This is an optimization exercise on Yosys and OpenROAD, whose aim is small area, not a production implementation.
Only simulation tests tie the RTL to the original design; equivalence was not proved.
No driver is modelled on the clock port, so clocking that relies on it looks cheaper here than on a real chip.
No activity file was given, so power comes from the tool's default toggle rates.

==> flow/design.v <==
module debouncer (
	input CLOCK_50,
	input rst,
	input in,
	output reg out,
	output reg [9:0] count
	);
	always @(posedge CLOCK_50)
		if (rst)
			count <= 10'd0;
		else
			count <= count + 1'b1;
	always @(posedge CLOCK_50)
		if (rst)
			out <= 1'b0;
		else if (count == 10'h1ff)
			out <= in;
endmodule
module incrementer(
	input CLOCK_50,
	input rst,
	input [1:0] SW,
	input KEY,
	input DB,
	input [9:0] P,
	output reg [7:0] BPM,
	output reg [1:0] mode
	);
	wire p511  = (P == 10'd511);
	wire p512  = (P == 10'd512);
	wire press = p512 & mode[0];
	always @(posedge CLOCK_50) begin
		if (p511)
			mode[0] <= KEY & ~DB;
		else if (p512)
			mode[0] <= mode[0] & (SW[1] | SW[0]);
		if (p512)
			mode[1] <= mode[0] & (SW[1] | ~SW[0]);
	end
	wire       dn = ~SW[0];
	wire [7:0] a  = BPM ^ {8{dn}};
	wire [7:0] t;
	assign t[0] = 1'b1;
	genvar i;
	generate for (i = 1; i < 8; i = i + 1) begin : g
		assign t[i] = t[i-1] & a[i-1];
	end endgenerate
	wire [7:0] pm  = BPM ^ t;
	wire       top = &BPM;                      
	wire       bot = (BPM[7:1] == 7'd0);        
	always @(posedge CLOCK_50)
		if (rst)
			BPM <= 8'd121;
		else if (press) begin
			if (SW[1])
				BPM <= 8'd120;
			else if (~dn & top)
				BPM <= 8'd1;
			else if (dn & bot)
				BPM <= 8'd255;
			else
				BPM <= pm;
		end
endmodule
module bin_to_dec (
	input [7:0] binary,
	output reg [3:0] huns,
	output reg [3:0] tens,
	output reg [3:0] ones
	);
	integer count;
	always @(binary)	
		begin
			huns = 4'd0;
			tens = 4'd0;
			ones = 4'd0;
		for ( count = 7; count >=0; count = count-1)
			begin	 
				if (huns >= 5)
					huns = huns + 3;
				if (tens >= 5)
					tens = tens + 3;
				if (ones >= 5)
					ones = ones + 3;
				huns = huns << 1;
				huns[0] = tens[3];
				tens = tens << 1;
				tens[0] = ones[3];
				ones = ones << 1;
				ones[0] = binary[count];
			end
		end
endmodule		
module clk_det(
	input  [7:0] BPM,
	input        CLOCK_50,
	input        rst,
	input  [9:0] P,
	input  [1:0] mode,
	output reg   BEEP
	);
	localparam [21:0] N = 22'd3000000;
	reg [21:0] Gn, C;          
	reg [20:0] GUn;            
	reg  [7:0] rem;
	wire e1   = (P == 10'd513);
	wire cp   = (P == 10'd542);
	wire step = (P[8:5] == 4'b0000) & (P[4:0] >= 5'd8) & (P[4:0] <= 5'd29);
	wire w1   = step & P[9];                                  
	wire w2   = step & ~P[9];                                 
	wire hold = (P[9:5] == 5'b10000) & (P[4:1] != 4'd0);           
	wire top  = &BPM;
	wire up   = (mode == 2'b01);
	wire down = (mode == 2'b10);
	wire       nbit = N[5'd29 - P[4:0]];
	wire [8:0] rs   = {rem, nbit};
	wire [8:0] d    = {1'b0, BPM & {8{~(w2 & top)}}};
	wire [9:0] b;                     
	wire [8:0] df;
	assign b[0] = w2;
	genvar i;
	generate for (i = 0; i < 9; i = i + 1) begin : sub
		assign df[i]  = rs[i] ^ d[i] ^ b[i];
		assign b[i+1] = (~rs[i] & (d[i] | b[i])) | (d[i] & b[i]);
	end endgenerate
	wire q = ~b[9];
	wire [22:0] c;
	assign c[0] = 1'b1;
	generate for (i = 0; i < 22; i = i + 1) begin : cmp
		assign c[i+1] = (C[i] & Gn[i]) | ((C[i] | Gn[i]) & c[i]);
	end endgenerate
	wire beat = c[22] & ~(hold & down & ~top);
	wire [22:0] cc;
	assign cc[0] = 1'b1;
	generate for (i = 0; i < 22; i = i + 1) begin : inc
		assign cc[i+1] = cc[i] & C[i];
	end endgenerate
	wire [21:0] cn = C ^ cc[21:0];
	wire gload = (e1 & (mode[0] | (mode[1] & top))) | cp;
	wire [20:0] gx = (e1 & ~up) ? (mode[0] ? ~21'd25000 : ~21'd11764) : GUn;
	wire        bot = (BPM == 8'd1);
	always @(posedge CLOCK_50) begin
		if (step)
			rem <= q ? df[7:0] : rs[7:0];
		else
			rem <= 8'd0;
		GUn <= {GUn[19:0], step ? ~q : GUn[20]};
		if (rst)
			Gn[13] <= 1'b0;
		else if (gload)
			Gn <= {~bot, gx};
		if (rst) begin
			C    <= 22'h3fffff;
			BEEP <= 1'b0;
		end
		else if (beat) begin
			C    <= 22'd0;
			BEEP <= 1'b1;
		end
		else begin
			C <= cn;
			if ({C[9:5], C[3], C[0]} == 7'b1111111)
				BEEP <= 1'b0;
		end
	end
endmodule
module disp(
	input [3:0]in,
	output reg [6:0]out);
	always @(in) begin
		case (in)
			4'h0: out = 7'b1000000;
			4'h1: out = 7'b1111001;
			4'h2: out = 7'b0100100;
			4'h3: out = 7'b0110000;
			4'h4: out = 7'b0011001;
			4'h5: out = 7'b0010010;
			4'h6: out = 7'b0000010;
			4'h7: out = 7'b1111000;
			4'h8: out = 7'b0000000;
			4'h9: out = 7'b0010000;
			4'ha: out = 7'b0001000;
			4'hb: out = 7'b0000011;
			4'hc: out = 7'b1000110;
			4'hd: out = 7'b0100001;
			4'he: out = 7'b0000110;
			4'hf: out = 7'b0001110;
		endcase
	end
endmodule
module system(
	input [1:0] SW,
	input KEY,
	input CLOCK_50,
	input rst,
	output LEDG,
	output [6:0] HEX0,
	output [6:0] HEX1,
	output [6:0] HEX2);
	wire       db;
	wire [9:0] P;
	wire [7:0] bpm;
	wire [1:0] mode;
	wire [3:0] d100, d10, d1;
	debouncer d(
		.CLOCK_50 (CLOCK_50),
		.rst      (rst),
		.in       (KEY),
		.out      (db),
		.count    (P)
	);
	incrementer inc(
		.CLOCK_50 (CLOCK_50),
		.rst      (rst),
		.SW       (SW),
		.KEY      (KEY),
		.DB       (db),
		.P        (P),
		.BPM      (bpm),
		.mode     (mode)
	);
	bin_to_dec conv(
		.binary (bpm),
		.huns   (d100),
		.tens   (d10),
		.ones   (d1)
	);
	clk_det clk_det(
		.BPM      (bpm),
		.CLOCK_50 (CLOCK_50),
		.rst      (rst),
		.P        (P),
		.mode     (mode),
		.BEEP     (LEDG)
	);
	disp disp100(.in(d100), .out(HEX2));
	disp disp10 (.in(d10),  .out(HEX1));
	disp disp1  (.in(d1),   .out(HEX0));
endmodule
==> flow/flow/run.sh <==
#!/bin/bash
# Own flow: the standard synthesis; then its combinational logic re-mapped
# for area by ABC with a few scripts (flip-flops untouched), each result
# checked to be fully mapped, to keep the standard flip-flops and to be
# equivalent to the standard netlist, and the smallest kept; then the
# standard layout with small port buffers and a lighter clock tree.
set -uo pipefail
W=$(pwd)
F=$W/flow
R=$W/orfs/results/$FLOW_PLATFORM/system/base
LIB=$FLOW_HOME/platforms/$FLOW_PLATFORM/lib/sky130_fd_sc_hd__tt_025C_1v80.lib
YOSYS=$(command -v yosys || echo "$FLOW_HOME/../tools/install/yosys/bin/yosys")

bash standard.sh synth > $W/log_1_standard_synth.txt 2>&1 || exit 1
cp $R/1_2_yosys.v $W/std_synth.v

FFRE='__(s?e?df|dl[xr]|dlclkp|sdlclkp)'
FFS=$(grep -oE '^\s*sky130_fd_sc_hd__[a-z0-9_]+' $W/std_synth.v | tr -d ' ' | sort -u | grep -E "$FFRE" | tr '\n' ' ')
ffs() { grep -E "^\s*sky130_fd_sc_hd__(s?e?df|dl[xr]|dlclkp|sdlclkp)" "$1" | awk '{print $1, $2}' | sort; }

remap() {  # remap NAME SCRIPT INPUT
  local n=$1
  REOPT_LIB=$LIB REOPT_FFS="$FFS" REOPT_DONT_USE="$(tr '\n' ' ' < $F/dont_use.txt)" \
  REOPT_IN=$3 REOPT_OUT=$W/reopt_$n.v REOPT_STAT=$W/reopt_$n.stat REOPT_SCRIPT=$F/abc_$2.script \
    timeout 1200 $YOSYS -c $F/reopt.tcl > $W/log_2_reopt_$n.txt 2>&1 || return 1
  [[ "$(ffs $W/std_synth.v)" == "$(ffs $W/reopt_$n.v)" ]] || { echo "flip-flops differ" >> $W/log_2_reopt_$n.txt; return 1; }
  EQ_LIB=$LIB EQ_GOLD=$W/std_synth.v EQ_GATE=$W/reopt_$n.v \
    timeout 1200 $YOSYS -c $F/eqv.tcl > $W/log_3_equiv_$n.txt 2>&1 || return 1
  grep 'Chip area' $W/reopt_$n.stat | awk '{print $NF}' > $W/reopt_$n.area
}
pick() {  # pick NAMES... -> sets best/barea
  for n in "$@"; do
    [[ -s $W/reopt_$n.area ]] || continue
    a=$(cat $W/reopt_$n.area)
    if [[ -z "$best" ]] || awk -v x="$a" -v y="$barea" 'BEGIN{exit !(x<y)}'; then best=$n; barea=$a; fi
  done
}
best=""; barea=""
# round 1 from the standard netlist, round 2 from round 1's smallest
for s in a c d1 d2 d3 d4 d5 d6; do remap 1$s $s $W/std_synth.v & done
wait
pick 1a 1c 1d1 1d2 1d3 1d4 1d5 1d6
if [[ -n "$best" ]]; then
  first=$best
  for s in a d1 d2 d3 d4 d5 d6 d7; do remap 2$s $s $W/reopt_$first.v & done
  wait
  pick 2a 2d1 2d2 2d3 2d4 2d5 2d6 2d7
fi
if [[ -n "$best" ]]; then
  cp $W/reopt_$best.v $R/1_2_yosys.v
  echo "re-mapped netlist $best used, area $barea" > $W/log_4_choice.txt
else
  echo "no re-mapped netlist passed; standard netlist kept" > $W/log_4_choice.txt
fi
touch $R/1_2_yosys.v

export BUFFER_PORTS_ARGS="-buffer_cell sky130_fd_sc_hd__buf_1"
export CTS_ARGS="-sink_clustering_enable -repair_clock_nets -dont_use_dummy_load -buf_list sky130_fd_sc_hd__clkbuf_8"
bash standard.sh > $W/log_5_standard_layout.txt 2>&1
==> flow/flow/abc_a.script <==
strash
dch -f
amap
mfs
strash
dch -f
amap
mfs
strash
dch -f
amap
==> flow/flow/abc_c.script <==
strash
dch
map -a
strash
dch
map -a
==> flow/flow/abc_d1.script <==
strash
&get -n
&deepsyn -T 60 -S 1
&put
dch -f
amap
mfs
strash
dch -f
amap
==> flow/flow/abc_d2.script <==
strash
&get -n
&deepsyn -T 60 -S 2
&put
dch -f
amap
mfs
strash
dch -f
amap
==> flow/flow/abc_d3.script <==
strash
&get -n
&deepsyn -T 60 -S 3
&put
dch -f
amap
mfs
strash
dch -f
amap
==> flow/flow/abc_d4.script <==
strash
&get -n
&deepsyn -T 60 -S 4
&put
dch -f
amap
mfs
strash
dch -f
amap
==> flow/flow/abc_d5.script <==
strash
&get -n
&deepsyn -T 60 -S 5
&put
dch -f
amap
mfs
strash
dch -f
amap
==> flow/flow/abc_d6.script <==
strash
&get -n
&deepsyn -T 60 -S 6
&put
dch -f
amap
mfs
strash
dch -f
amap
==> flow/flow/abc_d7.script <==
strash
&get -n
&deepsyn -T 60 -S 7
&put
dch -f
amap
mfs
strash
dch -f
amap
==> flow/flow/dont_use.txt <==
sky130_fd_sc_hd__probe_p_8
sky130_fd_sc_hd__probec_p_8
sky130_fd_sc_hd__lpflow_bleeder_1
sky130_fd_sc_hd__lpflow_clkbufkapwr_1
sky130_fd_sc_hd__lpflow_clkbufkapwr_16
sky130_fd_sc_hd__lpflow_clkbufkapwr_2
sky130_fd_sc_hd__lpflow_clkbufkapwr_4
sky130_fd_sc_hd__lpflow_clkbufkapwr_8
sky130_fd_sc_hd__lpflow_clkinvkapwr_1
sky130_fd_sc_hd__lpflow_clkinvkapwr_16
sky130_fd_sc_hd__lpflow_clkinvkapwr_2
sky130_fd_sc_hd__lpflow_clkinvkapwr_4
sky130_fd_sc_hd__lpflow_clkinvkapwr_8
sky130_fd_sc_hd__lpflow_decapkapwr_12
sky130_fd_sc_hd__lpflow_decapkapwr_3
sky130_fd_sc_hd__lpflow_decapkapwr_4
sky130_fd_sc_hd__lpflow_decapkapwr_6
sky130_fd_sc_hd__lpflow_decapkapwr_8
sky130_fd_sc_hd__lpflow_inputiso0n_1
sky130_fd_sc_hd__lpflow_inputiso0p_1
sky130_fd_sc_hd__lpflow_inputiso1n_1
sky130_fd_sc_hd__lpflow_inputiso1p_1
sky130_fd_sc_hd__lpflow_inputisolatch_1
sky130_fd_sc_hd__lpflow_isobufsrc_1
sky130_fd_sc_hd__lpflow_isobufsrc_16
sky130_fd_sc_hd__lpflow_isobufsrc_2
sky130_fd_sc_hd__lpflow_isobufsrc_4
sky130_fd_sc_hd__lpflow_isobufsrc_8
sky130_fd_sc_hd__lpflow_isobufsrckapwr_16
sky130_fd_sc_hd__lpflow_lsbuf_lh_hl_isowell_tap_1
sky130_fd_sc_hd__lpflow_lsbuf_lh_hl_isowell_tap_2
sky130_fd_sc_hd__lpflow_lsbuf_lh_hl_isowell_tap_4
sky130_fd_sc_hd__lpflow_lsbuf_lh_isowell_4
sky130_fd_sc_hd__lpflow_lsbuf_lh_isowell_tap_1
sky130_fd_sc_hd__lpflow_lsbuf_lh_isowell_tap_2
sky130_fd_sc_hd__lpflow_lsbuf_lh_isowell_tap_4
sky130_fd_sc_hd__fill_1
sky130_fd_sc_hd__fill_2
sky130_fd_sc_hd__fill_4
sky130_fd_sc_hd__fill_8
==> flow/flow/eqv.tcl <==
yosys -import
set lib $::env(EQ_LIB)
read_liberty -ignore_miss_func $lib
read_verilog $::env(EQ_GOLD)
yosys rename $::env(FLOW_TOP) gold
read_verilog $::env(EQ_GATE)
yosys rename $::env(FLOW_TOP) gate
hierarchy -check
flatten gold gate
opt_clean
yosys rename -hide gold/w:_* gate/w:_*
async2sync
check -assert gate
setundef -undriven -zero gate
equiv_make gold gate equiv
hierarchy -top equiv
equiv_simple -seq 2
equiv_induct
equiv_status -assert
==> flow/flow/reopt.tcl <==
# Re-map the combinational logic of the standard synthesis for area.
# The flip-flops are kept as they are (same instances, names and cells).
yosys -import
set lib   $::env(REOPT_LIB)
set ffs   $::env(REOPT_FFS)
set du    {}
foreach c [split [string trim $::env(REOPT_DONT_USE)]] { lappend du -dont_use $c }
read_liberty -ignore_miss_func $lib
read_verilog $::env(REOPT_IN)
hierarchy -top $::env(FLOW_TOP)
foreach f $ffs { setattr -mod -set keep_hierarchy 1 $f }
flatten
foreach f $ffs { blackbox $f }
hierarchy -top $::env(FLOW_TOP)
opt -purge
abc -liberty $lib {*}$du -script $::env(REOPT_SCRIPT)
opt_clean -purge
splitnets
opt_clean -purge
hilomap -singleton -hicell sky130_fd_sc_hd__conb_1 HI -locell sky130_fd_sc_hd__conb_1 LO
insbuf -buf sky130_fd_sc_hd__buf_1 A X
check
select -assert-none t:$*
tee -o $::env(REOPT_STAT) stat -liberty $lib
write_verilog -noattr -nohex -nodec $::env(REOPT_OUT)
==> flow/standard.sh <==
#!/bin/bash
# synth_recipe.tcl (not shown) runs the flow's synth.tcl, then flattens the netlist and writes it again
# the make line also repeats each setting of config.mk as NAME=value (left out here)
make -C /OpenROAD-flow-scripts/flow DESIGN_CONFIG=/design/flow/config.mk WORK_HOME=/design/flow/orfs CLKGATE_MAP_FILE= SYNTH_SCRIPT=/design/flow/synth_recipe.tcl "${@:-finish}"
==> flow/config.mk <==
export PLATFORM = sky130hd
export DESIGN_NAME = system
export DESIGN_NICKNAME = system
export VERILOG_FILES = /design/flow/design.v
export SDC_FILE = /design/flow/constraint.sdc
export NUM_CORES = 4
export LEC_CHECK = 0
export ABC_AREA = 1
export CAP_MARGIN = 0
export CORE_MARGIN = 2
export CORE_UTILIZATION = 40
export SLEW_MARGIN = 0
==> flow/constraint.sdc <==
create_clock -name core_clock -period 100.0 [get_ports {CLOCK_50}]
set_input_delay 20.0000 -clock core_clock [delete_from_list [all_inputs] [get_ports {CLOCK_50}]]
set_output_delay 20.0000 -clock core_clock [all_outputs]
set_load 0.01 [all_outputs]
==> flow_summary_export.csv, run 1 <==
group,metric,value,unit
worst_setup_path,crit_fanout,9,
clocking,postCtsSetupBuffers,0,
worst_setup_path,cp.arrival,3.77,ns
yosys,syn_area_per_cell,8.12,sq um
power,p_leak,1.74,nW
global_route,antenna_found_initial,0,
hold_path,min_path_cells,0,
timing,tightest_slew,0.640,ns
final_layout,final_common_cell,"nor2_1",
power,p_clk_share,30.5,%
clocking,clockRootBuffer,"clkbuf_8",
worst_setup_path,slowest_delay,0.40,ns
floorplan,start_util,41.0,%
clocking,clk_latency,0.36,ns
clocking,path_clk_slew,0.09,ns
route,vias,3584,
timing,fin_crit_sh,23.8,%
place,portBuffers,25,
timing,fin_ws,76.23,ns
timing,timing.slew.headroom,56.2,%
hold_path,min_path_type,"reg -> reg",
timing,grt_setup_unrepaired,"false",
clocking,h-tree-depth,3,
clocking,postCtsResizedCells,0,
flow_run,drv_cap,0,
timing,tns,0,ns
clocking,cts.sinks,95,
timing,fin_crit,23.77,ns
place,globalplace.congestion,0.833,
worst_setup_path,critPathKind,"reg -> out",
power,p_seq_share,64.1,%
worst_setup_path,rr_startpoint,"inc.BPM[5]",
power,pwr-share-comb,5.5,%
global_route,grt_usage,16.3,%
clocking,cts_made_buffers,9,
worst_setup_path,cpMaxStageDelayCell,"dfxtp_1",
global_route,grt_pass1_vias,3338,
status,outcome,"timing/DRC/antenna clean",
timing,setup_viol,0,
yosys,syn_nets,521,
timing,maxSlewViolCount,0,
worst_setup_path,worstPathCellList,"clkinv_1 > nor2_1 > clkinv_1 > nand2_1 > o22ai_1 > nor2_1 > clkinv_1 > o22ai_1 > o21ai_0 > o21ai_0 > o221ai_1 > clkinv_1 > o32ai_1 > nand2_1 > o21ai_0 > o22ai_1 > nor2b_1 > nor2_1 > buf_1",
timing,skew,0.0242,ns
worst_setup_path,crit_start,"inc.BPM[5]",
final_layout,nets,560,
yosys,synthesis.yosys.warnings,5,
floorplan,row_count,37,
global_route,grt_start_max_net_pins,27,
final_layout,utilization,45.1,%
route,ant_nets,0,
final_layout,mostFrequentLayoutCells,"nor2_1, dfxtp_1, o21ai_0",
global_route,grt_pass1_wl,15000,microns
global_route,grt-ovfl-total,0,
worst_setup_path,cp_data_required_time,80.00,ns
hold_path,hold_path_end,"clk_det.GUn[4]",
clocking,cts_tree,"done",
floorplan,io_pins,27,
power,irDropWorstVdd,0.00665,mV
yosys,netlist_area,4190,sq um
route,drt-total-wl,8480,microns
final_layout,final_layout_size_suffix_gt1_share,2.71,%
worst_setup_path,cp-start-kind,"register",
worst_setup_path,rr_endpoint,"clk_det.rem[0]",
route,wl_per_cell,12.3,microns
yosys,synthCells,516,
route,drc_errors,0,
route,initialDrtViolationCount,208,
final_layout,diodes,0,
timing,hold_viol_final,0,
final_layout,syn_to_final_growth,10.1,%
route,vias_per_cell,5.20,
floorplan,fp.dieW,106,microns
place,dp_worst_setup_slack,76.70,ns
clocking,postCtsHoldBufs,0,
floorplan,core_area,10200,sq um
power,swShare,22.6,%
power,switchingPower,0.0145,mW
clocking,clock_path_buffers,2,
final_layout,num-fill-cells,1022,
floorplan,dieHeight,106,microns
worst_setup_path,cpMostUsedCell,"clkinv_1",
power,p_int,0.0499,mW
power,power_density,14.0,nW/um^2
place,place_hpwl,6110,microns
timing,fmax,42.1,MHz
floorplan,dieArea,11300,sq um
worst_setup_path,worstRegToRegCells,31,
power,power,0.0645,mW
worst_setup_path,reg2reg_setup_slack,93.85,ns
route,first_pass_iters,4,
worst_setup_path,critPathCaptureType,"output pin",
hold_path,min_from,"clk_det.GUn[3]",
-- worst max path at each step --
stage              end  slack [ns]  cells after the start
2_1_floorplan  HEX1[6]       77.07                     18
3_3_place_gp   HEX1[6]       76.92                     19
3_5_place_dp   HEX1[6]       76.70                     19
4_1_cts        HEX1[6]       76.28                     19
5_1_grt        HEX1[6]       75.61                     19
6_report       HEX1[6]       76.23                     19
-- sequential cells by signal, summed over array words and instances, names as in the netlist --
signal / flops
inc.mode: 2
d.count: 10
clk_det.C: 22
clk_det.Gn: 22
inc.BPM: 8
clk_det.BEEP: 1
clk_det.rem: 8
clk_det.GUn: 21
d.out: 1
-- routing by layer --
layer | wire length, microns | part of all wire (%) | vias to the layer above | track usage [%]
li1 | - | - | 1902 | -
met5 | 0 | 0 | - | 0
met3 | 335 | 4.0 | 7 | 4.54
met2 | 3790 | 45 | 57 | 26.1
met1 | 4250 | 50 | 1618 | 21.3
met4 | 106 | 1.3 | 0 | 5.36
-- power by group through the flow --
stage	clock network, mW	logic, mW	registers, mW
2_1_floorplan	0	0.00266	0.0420
3_3_place_gp	0	0.00342	0.0422
3_5_place_dp	0	0.00353	0.0422
4_1_cts	0.0205	0.00355	0.0413
5_1_grt	0.0219	0.00411	0.0415
6_report	0.0196	0.00353	0.0413
-- area by class of cell --
type,instances,area [sq um],share of cell area (%)
Inverter,53,199,4.31
Timing Repair Buffer,31,139,3.01
Tap cell,136,170,3.69
Multi-Input combinational cell,365,1850,40.1
Sequential cell,95,2130,46.2
Clock buffer,9,124,2.69
-- critical path: cells and delay by family, from the launching register on --
kind	cells	cell delay (ns)
buf+inv	5	0.73
simple gates	6	0.98
flops	1	0.40
compound gates	8	1.30
-- per-stage QoR --
step / hold WS, ns / cell area (sq um) / cells
after detailed placement: 0.331 / 4490 / 680
after global routing: 0.334 / 4610 / 689
final: 0.334 / 4610 / 689
after CTS: 0.333 / 4610 / 689
after floorplan: 0.323 / 4190 / 516
after global placement: 0.328 / 4490 / 680
==> run 2: changes to the inputs <==
--- a/flow/design.v
+++ b/flow/design.v
@@ -146,11 +146,11 @@
 			rem <= 8'd0;
 		GUn <= {GUn[19:0], step ? ~q : GUn[20]};
 		if (rst)
-			Gn[13] <= 1'b0;
+			Gn[21:13] <= 9'h1fe;
 		else if (gload)
 			Gn <= {~bot, gx};
 		if (rst) begin
-			C    <= 22'h3fffff;
+			C    <= 22'h004000;
 			BEEP <= 1'b0;
 		end
 		else if (beat) begin
--- a/flow/config.mk
+++ b/flow/config.mk
@@ -6,7 +6,7 @@
 export NUM_CORES = 4
 export LEC_CHECK = 0
 export ABC_AREA = 1
-export CAP_MARGIN = 0
+export CAP_MARGIN = 20
 export CORE_MARGIN = 2
 export CORE_UTILIZATION = 40
-export SLEW_MARGIN = 0
+export SLEW_MARGIN = 20
==> run 2 against run 1 <==
Critical endpoint is now HEX1[2]. Count of clock-buffer cells in the layout did not move. Worst hold slack improved by 0.012 ns. Still clean. Largest power group unchanged. Non-clock buffer count fell by 5. Global-route usage rose by 0.40 points.
==> flow_summary_export.csv, run 2 <==
group,metric,value,unit
worst_setup_path,critPathCaptureType,"output pin",
clocking,clock_path_buffers,2,
global_route,grt_usage,16.7,%
timing,skew,0.0256,ns
route,first_pass_iters,4,
worst_setup_path,cp_data_required_time,80.00,ns
timing,fin_crit,24.51,ns
route,initialDrtViolationCount,128,
worst_setup_path,cpMaxStageDelayCell,"o32ai_1",
power,irDropWorstVdd,0.00530,mV
global_route,grt_pass1_wl,15100,microns
place,place_hpwl,6340,microns
final_layout,top_regs,"clk_det.C (22), clk_det.Gn (22), clk_det.GUn (21)",
timing,setup_viol,0,
flow_run,drv_cap,0,
global_route,grt_pass1_vias,3389,
global_route,antenna_found_initial,0,
route,ant_nets,0,
worst_setup_path,cpMostUsedCell,"nor2_1",
final_layout,diodes,0,
status,outcome,"timing/DRC/antenna clean",
final_layout,mostFrequentLayoutCells,"nor2_1, dfxtp_1, clkinv_1",
place,portBuffers,25,
worst_setup_path,cp.depth,20,
timing,fin_ws,75.49,ns
worst_setup_path,reg2reg_setup_slack,92.24,ns
final_layout,num-fill-cells,1056,
floorplan,start_util,40.7,%
clocking,postCtsSetupBuffers,0,
yosys,netlist_area,4140,sq um
clocking,clk_latency,0.37,ns
route,drc_errors,0,
timing,tightest_slew,1.02,ns
worst_setup_path,crit_buf_inv,5,
final_layout,final_layout_size_suffix_gt1_share,2.01,%
floorplan,dieArea,11200,sq um
floorplan,core_area,10200,sq um
timing,tns,0,ns
route,drt-total-wl,8510,microns
floorplan,io_pins,27,
timing,timing.slew.headroom,31.5,%
timing,fmax,40.8,MHz
worst_setup_path,cp-start-kind,"register",
floorplan,dieHeight,106,microns
worst_setup_path,rr_startpoint,"inc.BPM[4]",
clocking,postCtsResizedCells,0,
final_layout,final_common_cell,"nor2_1",
yosys,synthCells,516,
hold_path,min_from,"clk_det.GUn[3]",
worst_setup_path,crit_family,"compound AO/OA/AOI/OAI gates",
clocking,cts_made_buffers,9,
place,dp_worst_setup_slack,75.96,ns
clocking,h-tree-depth,3,
final_layout,nets,555,
final_layout,syn_to_final_growth,9.34,%
worst_setup_path,crit_fanout,8,
global_route,grt_start_max_net_pins,19,
yosys,syn_nets,521,
yosys,synthesis.yosys.warnings,5,
worst_setup_path,slowest_delay,0.67,ns
route,vias,3552,
worst_setup_path,critPathKind,"reg -> out",
clocking,cts.sinks,95,
clocking,cts_tree,"done",
worst_setup_path,rr_endpoint,"clk_det.rem[5]",
floorplan,fp.dieW,106,microns
clocking,path_clk_slew,0.09,ns
place,globalplace.congestion,0.839,
hold_path,hold_path_end,"clk_det.GUn[4]",
route,vias_per_cell,5.19,
clocking,postCtsHoldBufs,0,
yosys,syn_area_per_cell,8.03,sq um
worst_setup_path,worstRegToRegCells,34,
timing,fin_crit_sh,24.5,%
power,power_density,14.1,nW/um^2
timing,grt_setup_unrepaired,"false",
floorplan,row_count,37,
hold_path,min_path_cells,0,
worst_setup_path,cp.arrival,4.51,ns
worst_setup_path,worstPathCellList,"clkinv_1 > nor2_1 > clkinv_1 > a21oi_1 > o21ai_0 > o21ai_0 > clkinv_1 > nor2_1 > or2_0 > nor2_1 > clkinv_1 > nor2_1 > o32ai_1 > nor2_1 > o21ai_0 > nor2_1 > or2_0 > a221oi_1 > nor3_1 > buf_1",
clocking,clockRootBuffer,"clkbuf_8",
global_route,grt-ovfl-total,0,
hold_path,min_path_type,"reg -> reg",
power,p_leak,1.59,nW
route,wl_per_cell,12.4,microns
timing,hold_viol_final,0,
timing,maxSlewViolCount,0,
[run 2: how the worst max path moves through the flow]
| stage | slack (ns) | startpoint | to |
|---|---|---|---|
| floorplan | 76.41 | inc.BPM[4] | HEX1[2] |
| CTS | 75.54 | inc.BPM[4] | HEX1[2] |
| global route | 75.09 | inc.BPM[4] | HEX1[2] |
| global placement | 76.32 | inc.BPM[4] | HEX1[2] |
| finish | 75.49 | inc.BPM[4] | HEX1[2] |
| detailed placement | 75.96 | inc.BPM[4] | HEX1[2] |
[run 2: area by class of cell]
| type | instances | area [sq um] | area share (%) |
|---|---|---|---|
| Tap cell | 136 | 170 | 3.76 |
| Multi-Input combinational cell | 358 | 1860 | 41.0 |
| Sequential cell | 95 | 2050 | 45.3 |
| Timing Repair Buffer | 26 | 101 | 2.24 |
| Clock buffer | 9 | 124 | 2.74 |
| Inverter | 60 | 225 | 4.97 |
[run 2: routing by layer]
metal | routed length [microns] | track usage, %
met4 | 137 | 8.93
met2 | 3940 | 27.7
met1 | 4100 | 20.8
met5 | 0 | 0
met3 | 336 | 2.66
[run 2: per-stage QoR]
| stage | util [%] | instances | hold slack, ns | cell area [sq um] | total power, mW |
|---|---|---|---|---|---|
| floorplan | - | 516 | 0.323 | 4140 | 0.0433 |
| global placement | 43.2 | 675 | 0.332 | 4400 | 0.0445 |
| detailed placement | 43.2 | 675 | 0.332 | 4400 | 0.0446 |
| CTS | 44.4 | 684 | 0.351 | 4530 | 0.0643 |
| global route | 44.5 | 684 | 0.361 | 4530 | 0.0665 |
| finish | 44.5 | 684 | 0.346 | 4530 | 0.0636 |
[run 2: where the power goes]
part / switching, mW / total [mW] / internal [mW]
clock: 0.0118 / 0.0199 / 0.00809
combinational: 0.00263 / 0.00402 / 0.00138
sequential: 0.000471 / 0.0397 / 0.0392
==> run 3: changes to the inputs <==
--- a/flow/design.v
+++ b/flow/design.v
@@ -33,7 +33,7 @@
 		if (p511)
 			mode[0] <= KEY & ~DB;
 		else if (p512)
-			mode[0] <= mode[0] & (SW[1] | SW[0]);
+			mode[0] <= mode[0] & (SW[1] | SW[0] | (BPM == 8'd1));
 		if (p512)
 			mode[1] <= mode[0] & (SW[1] | ~SW[0]);
 	end
@@ -110,7 +110,6 @@
 	wire w2   = step & ~P[9];                                 
 	wire hold = (P[9:5] == 5'b10000) & (P[4:1] != 4'd0);           
 	wire top  = &BPM;
-	wire up   = (mode == 2'b01);
 	wire down = (mode == 2'b10);
 	wire       nbit = N[5'd29 - P[4:0]];
 	wire [8:0] rs   = {rem, nbit};
@@ -129,15 +128,15 @@
 	generate for (i = 0; i < 22; i = i + 1) begin : cmp
 		assign c[i+1] = (C[i] & Gn[i]) | ((C[i] | Gn[i]) & c[i]);
 	end endgenerate
-	wire beat = c[22] & ~(hold & down & ~top);
+	wire beat = c[22] & ~(hold & down);
 	wire [22:0] cc;
 	assign cc[0] = 1'b1;
 	generate for (i = 0; i < 22; i = i + 1) begin : inc
 		assign cc[i+1] = cc[i] & C[i];
 	end endgenerate
 	wire [21:0] cn = C ^ cc[21:0];
-	wire gload = (e1 & (mode[0] | (mode[1] & top))) | cp;
-	wire [20:0] gx = (e1 & ~up) ? (mode[0] ? ~21'd25000 : ~21'd11764) : GUn;
+	wire gload = (e1 & mode[0]) | cp;
+	wire [20:0] gx = (e1 & mode[1]) ? (top ? ~21'd11764 : ~21'd25000) : GUn;
 	wire        bot = (BPM == 8'd1);
 	always @(posedge CLOCK_50) begin
 		if (step)
==> run 3 against run 2 <==
Critical path type unchanged. Critical endpoint is now HEX1[6]. Non-clock buffer count is 2 higher. Sequential power about the same. Sequential share of layout area up 0.19 points. Synthesized area fell by 0.94%. Total power decreased by 4.8%. Largest cell class unchanged. Critical path depth shrank 2. Final cell count down 3.1%. First-iteration DRC count up 20%. Still clean on timing, DRC and antenna. Combinational power decreased by 56%. Synthesized cell count down 3.9%.
==> flow_summary_export.csv, run 3 <==
group,metric,value,unit
clocking,h-tree-depth,3,
route,first_pass_iters,4,
place,globalplace.congestion,0.880,
timing,tightest_slew,0.722,ns
timing,timing.slew.headroom,51.8,%
clocking,path_clk_slew,0.10,ns
global_route,grt-ovfl-total,0,
global_route,grt_pass1_vias,3205,
yosys,syn_area_per_cell,8.27,sq um
route,vias_per_cell,5.32,
timing,hold_ws,0.321,ns
clocking,postCtsHoldBufs,0,
timing,hold_viol_final,0,
worst_setup_path,crit_buf_inv,4,
final_layout,mostFrequentLayoutCells,"nor2_1, dfxtp_1, clkinv_1",
route,drc_errors,0,
timing,fin_crit_sh,24.2,%
clocking,cts.sinks,95,
route,wl_per_cell,13.0,microns
timing,setup_viol,0,
yosys,syn_nets,501,
floorplan,dieHeight,105,microns
power,power_density,13.4,nW/um^2
floorplan,core_area,9860,sq um
floorplan,fp.dieW,105,microns
final_layout,final_common_cell,"nor2_1",
floorplan,io_pins,27,
power,p_seq_share,65.1,%
final_layout,final_layout_size_suffix_gt1_share,2.45,%
yosys,synthesis.yosys.warnings,5,
final_layout,utilization,45.7,%
worst_setup_path,cp.arrival,4.17,ns
final_layout,top_regs,"clk_det.C (22), clk_det.Gn (22), clk_det.GUn (21)",
clocking,cts_tree,"done",
global_route,grt_start_max_net_pins,18,
timing,tns,0,ns
power,pwr-share-comb,2.9,%
place,place_hpwl,6410,microns
worst_setup_path,crit_family,"compound AO/OA/AOI/OAI gates",
power,p_clk_share,31.9,%
worst_setup_path,critPathCaptureType,"output pin",
worst_setup_path,cpMaxStageDelayCell,"dfxtp_1",
worst_setup_path,slowest_delay,0.52,ns
floorplan,dieArea,11100,sq um
power,p_leak,1.47,nW
floorplan,row_count,36,
power,p_int,0.0478,mW
worst_setup_path,cpMostUsedCell,"nor2_1",
power,swShare,21.0,%
final_layout,nets,537,
status,outcome,"timing/DRC/antenna clean",
power,switchingPower,0.0127,mW
clocking,cts_made_buffers,9,
yosys,netlist_area,4100,sq um
clocking,clk_latency,0.36,ns
final_layout,diodes,0,
hold_path,min_path_type,"reg -> reg",
timing,fin_crit,24.17,ns
power,irDropWorstVdd,0.00704,mV
flow_run,drv_cap,0,
route,ant_nets,0,
yosys,synthCells,496,
timing,fmax,41.4,MHz
global_route,grt_usage,16.2,%
timing,maxSlewViolCount,0,
route,initialDrtViolationCount,153,
worst_setup_path,cp_data_required_time,80.00,ns
worst_setup_path,cp-start-kind,"register",
route,drt-total-wl,8630,microns
place,portBuffers,25,
clocking,clock_path_buffers,2,
worst_setup_path,critPathKind,"reg -> out",
global_route,grt_pass1_wl,14700,microns
clocking,postCtsResizedCells,0,
timing,grt_setup_unrepaired,"false",
clocking,clockRootBuffer,"clkbuf_8",
worst_setup_path,crit_fanout,11,
worst_setup_path,worstPathCellList,"clkinv_1 > o22ai_1 > clkinv_1 > nor2_1 > nor2_1 > nand2_1 > nor2_1 > clkinv_1 > o21ai_0 > a31oi_1 > o21a_1 > nor2b_1 > nor4_1 > a21oi_1 > o21ai_0 > nor2_1 > nor2b_1 > buf_1",
route,vias,3530,
clocking,postCtsSetupBuffers,0,
global_route,antenna_found_initial,0,
timing,skew,0.0324,ns
final_layout,syn_to_final_growth,9.91,%
floorplan,start_util,41.6,%
-- run 3: worst paths after layout --
| kind | start | depth (start not counted) | endpoint | slack [ns] |
|---|---|---|---|---|
| hold / removal | clk_det.GUn[8] | 0 | clk_det.GUn[9] | 0.32 |
| setup / recovery | inc.BPM[5] | 18 | HEX1[6] | 75.83 |
| hold reg to reg | clk_det.GUn[8] | 0 | clk_det.GUn[9] | 0.32 |
| setup reg to reg | inc.BPM[5] | 35 | clk_det.rem[2] | 92.74 |
-- run 3: through the flow --
step | area [sq um] | total power [mW] | setup slack (ns) | std cells
CTS | 4500 | 0.0614 | 75.91 | 663
global route | 4510 | 0.0634 | 75.33 | 663
floorplan | 4100 | 0.0414 | 76.69 | 496
global placement | 4380 | 0.0421 | 76.43 | 654
finish | 4510 | 0.0606 | 75.83 | 663
detailed placement | 4380 | 0.0421 | 76.31 | 654
-- run 3: layer usage --
metal	vias to the layer above	track usage [%]	share of wire, %
li1	1844	-	-
met1	1626	20.2	49
met2	51	27.6	47
met3	9	4.76	3.2
met4	0	3.62	0.94
met5	-	0	0
-- run 3: power by group through the flow --
stage | sequential [mW] | clock [mW] | combinational [mW]
6_report | 0.0395 | 0.0194 | 0.00178
5_1_grt | 0.0395 | 0.0219 | 0.00202
4_1_cts | 0.0394 | 0.0201 | 0.00177
3_5_place_dp | 0.0403 | 0 | 0.00176
3_3_place_gp | 0.0403 | 0 | 0.00174
2_1_floorplan | 0.0403 | 0 | 0.00117
-- run 3: layout make-up --
type	count	area, sq um
inverter	61	229
fill	966	5360
clock buffer	9	124
multi-input combinational	337	1820
tap	133	166
timing repair buffer	28	116
sequential	95	2050
==> run 4: changes to the inputs <==
--- a/flow/flow/run.sh
+++ b/flow/flow/run.sh
@@ -56,4 +56,11 @@
 
 export BUFFER_PORTS_ARGS="-buffer_cell sky130_fd_sc_hd__buf_1"
 export CTS_ARGS="-sink_clustering_enable -repair_clock_nets -dont_use_dummy_load -buf_list sky130_fd_sc_hd__clkbuf_8"
-bash standard.sh > $W/log_5_standard_layout.txt 2>&1
+bash standard.sh cts > $W/log_5_standard_to_cts.txt 2>&1 || exit 1
+cp $R/4_cts.odb $W/4_cts_standard.odb
+if ROOT_LIB=$LIB ROOT_DB=$R/4_cts.odb openroad -no_init -exit $F/root.tcl > $W/log_6_root.txt 2>&1; then
+  touch $R/4_cts.odb
+else
+  cp $W/4_cts_standard.odb $R/4_cts.odb
+fi
+bash standard.sh > $W/log_7_standard_layout.txt 2>&1
==> flow/flow/root.tcl (new file) <==
# Downsize the clock tree's root buffer, which drives only the leaf clock
# buffers; the leaves that drive the flip-flops are kept as CTS made them.
read_liberty $::env(ROOT_LIB)
read_db $::env(ROOT_DB)
foreach c [get_cells clkbuf_0_*] {
  puts "root [get_name $c] [get_property $c ref_name] -> sky130_fd_sc_hd__clkbuf_4"
  replace_cell $c sky130_fd_sc_hd__clkbuf_4
}
check_placement -verbose
write_db $::env(ROOT_DB)
==> run 4 against run 3 <==
Non-clock buffer count unchanged. Global-route usage is the same. Synthesized area did not move. Count of clock-buffer cells in the layout unchanged. Sequential power barely moved. Sequential share of layout area rose by 0.063 points. Critical path type unchanged. Critical endpoint unchanged.
==> flow_summary_export.csv, run 4 <==
group,metric,value,unit
worst_setup_path,slowest_delay,0.52,ns
yosys,netlist_area,4100,sq um
clocking,cts.sinks,95,
clocking,cts_made_buffers,9,
flow_run,drv_cap,0,
clocking,postCtsHoldBufs,0,
power,p_leak,1.47,nW
hold_path,min_path_cells,0,
final_layout,design_area,4500,sq um
status,outcome,"timing/DRC/antenna clean",
hold_path,min_from,"clk_det.GUn[8]",
route,wl_per_cell,13.0,microns
route,vias,3524,
final_layout,nets,537,
power,irDropWorstVdd,0.00701,mV
global_route,antenna_found_initial,0,
global_route,grt_start_max_net_pins,18,
floorplan,dieHeight,105,microns
worst_setup_path,cp-start-kind,"register",
floorplan,io_pins,27,
worst_setup_path,cpMostUsedCell,"nor2_1",
global_route,grt_pass1_wl,14700,microns
clocking,cts_tree,"done",
timing,grt_setup_unrepaired,"false",
final_layout,stdcell_count,663,
route,vias_per_cell,5.32,
clocking,h-tree-depth,3,
final_layout,register_area,2050,sq um
worst_setup_path,crit_fanout,11,
floorplan,fp.dieW,105,microns
clocking,postCtsSetupBuffers,0,
route,drt-total-wl,8600,microns
timing,skew,0.0315,ns
floorplan,core_area,9860,sq um
hold_path,hold_path_end,"clk_det.GUn[9]",
route,first_pass_iters,4,
final_layout,multi_input_area,1820,sq um
power,power_density,13.3,nW/um^2
timing,fmax,41.3,MHz
place,portBuffers,25,
hold_path,min_path_type,"reg -> reg",
timing,timing.slew.headroom,52.0,%
worst_setup_path,cpMaxStageDelayCell,"dfxtp_1",
route,wl_met1,4210,microns
worst_setup_path,rr_endpoint,"clk_det.rem[2]",
floorplan,start_util,41.6,%
place,globalplace.congestion,0.880,
timing,setup_viol,0,
final_layout,final_layout_size_suffix_gt1_share,2.45,%
route,wl_met2,4070,microns
worst_setup_path,critPathKind,"reg -> out",
clocking,clock_path_buffers,2,
final_layout,top_regs,"clk_det.C (22), clk_det.Gn (22), clk_det.GUn (21)",
timing,fin_crit,24.24,ns
yosys,synthesis.yosys.warnings,5,
global_route,grt_usage,16.2,%
floorplan,dieArea,11100,sq um
clocking,path_clk_slew,0.10,ns
final_layout,final_common_cell,"nor2_1",
timing,maxSlewViolCount,0,
place,place_hpwl,6410,microns
worst_setup_path,worstPathCellList,"clkinv_1 > o22ai_1 > clkinv_1 > nor2_1 > nor2_1 > nand2_1 > nor2_1 > clkinv_1 > o21ai_0 > a31oi_1 > o21a_1 > nor2b_1 > nor4_1 > a21oi_1 > o21ai_0 > nor2_1 > nor2b_1 > buf_1",
route,drc_errors,0,
worst_setup_path,cp.arrival,4.24,ns
timing,tns,0,ns
yosys,syn_nets,501,
yosys,syn_area_per_cell,8.27,sq um
place,placed_area,4380,sq um
yosys,synthCells,496,
final_layout,num-fill-cells,968,
final_layout,mostFrequentLayoutCells,"nor2_1, dfxtp_1, clkinv_1",
timing,tightest_slew,0.720,ns
timing,hold_viol_final,0,
worst_setup_path,cp_data_required_time,80.00,ns
timing,hold_ws,0.322,ns
worst_setup_path,rr_startpoint,"inc.BPM[5]",
final_layout,syn_to_final_growth,9.76,%
clocking,postCtsResizedCells,0,
clocking,clk_latency,0.42,ns
worst_setup_path,worstRegToRegCells,35,
final_layout,diodes,0,
worst_setup_path,reg2reg_setup_slack,92.74,ns
place,dp_cells,654,
global_route,grt-ovfl-total,0,
route,dr.max_layer_used,"met4",
clocking,clockRootBuffer,"clkbuf_8",
route,initialDrtViolationCount,149,
global_route,grt_pass1_vias,3205,
route,ant_nets,0,
floorplan,row_count,36,
route,wl_met3,275,microns
worst_setup_path,critPathCaptureType,"output pin",
timing,fin_crit_sh,24.2,%
run 4: per-stage QoR:
step	power, mW	utilization (%)	setup WS [ns]
floorplan	0.0414	-	76.69
global route	0.0628	45.6	75.25
CTS	0.0614	45.6	75.91
global placement	0.0421	44.4	76.43
detailed placement	0.0421	44.4	76.31
finish	0.0600	45.6	75.76
run 4: power breakdown:
| group | total [mW] | leakage, nW | internal [mW] | switching (mW) |
|---|---|---|---|---|
| Sequential | 0.0395 | 0.786 | 0.0391 | 0.000322 |
| Clock | 0.0187 | 0.0621 | 0.00757 | 0.0112 |
| Combinational | 0.00178 | 0.620 | 0.000626 | 0.00115 |
| Total | 0.0600 | 1.47 | 0.0473 | 0.0126 |
run 4: worst max-delay path: cells and delay by family, from the launching register on:
| family | cells | cell delay (ns) |
|---|---|---|
| compound gates | 6 | 1.35 |
| simple gates | 8 | 1.20 |
| buf+inv | 4 | 0.77 |
| flops | 1 | 0.52 |
run 4: cell type report:
class	instances	area share, %
clock buffers	9	2.61
inverters	61	5.08
multi-input cells	337	40.5
flip-flops and latches	95	45.6
well taps	133	3.70
repair buffers	28	2.58
run 4: layer usage:
layer / vias to the layer above / GRT usage, %
met1: 1623 / 20.2
met4: 0 / 3.62
met2: 55 / 27.6
met3: 4 / 4.76
li1: 1842 / -
met5: - / 0
run 4: worst max-delay path by stage:
stage | to | depth (start not counted) | start | slack, ns
after floorplan | HEX1[6] | 18 | inc.BPM[5] | 76.69
after global placement | HEX1[6] | 18 | inc.BPM[4] | 76.43
after detailed placement | HEX1[6] | 19 | inc.BPM[5] | 76.31
after CTS | HEX1[6] | 19 | inc.BPM[5] | 75.91
after global routing | HEX1[6] | 19 | inc.BPM[5] | 75.25
final | HEX1[6] | 18 | inc.BPM[5] | 75.76

re-timing with driven ports:
In the flow no input, the clock included, has a driving cell. The finished layouts below were timed again as built, in two steps.
Step 1 sets driving cells, clkbuf_16 on the clock port and buf_2 on the other inputs (assumed; they add their load-dependent delay and slew).
Step 2 also shifts input and output timing later by t, the mid clock arrival at the registers, as if the neighbouring blocks saw the same clock.
Three values: no drivers, after step 1, after step 2; two values: the first two.
run	shift t [ns]	slack for setup (ns)	worst register clock-pin slew, ns
run 1	0.378	76.228 / 76.198 / 76.576	0.09 / 0.09
run 2	0.388	75.493 / 75.460 / 75.848	0.09 / 0.09
run 3	0.373	75.829 / 75.798 / 76.171	0.10 / 0.10
run 4	0.437	75.758 / 75.729 / 76.166	0.10 / 0.10
After both steps every run listed still meets setup and hold.
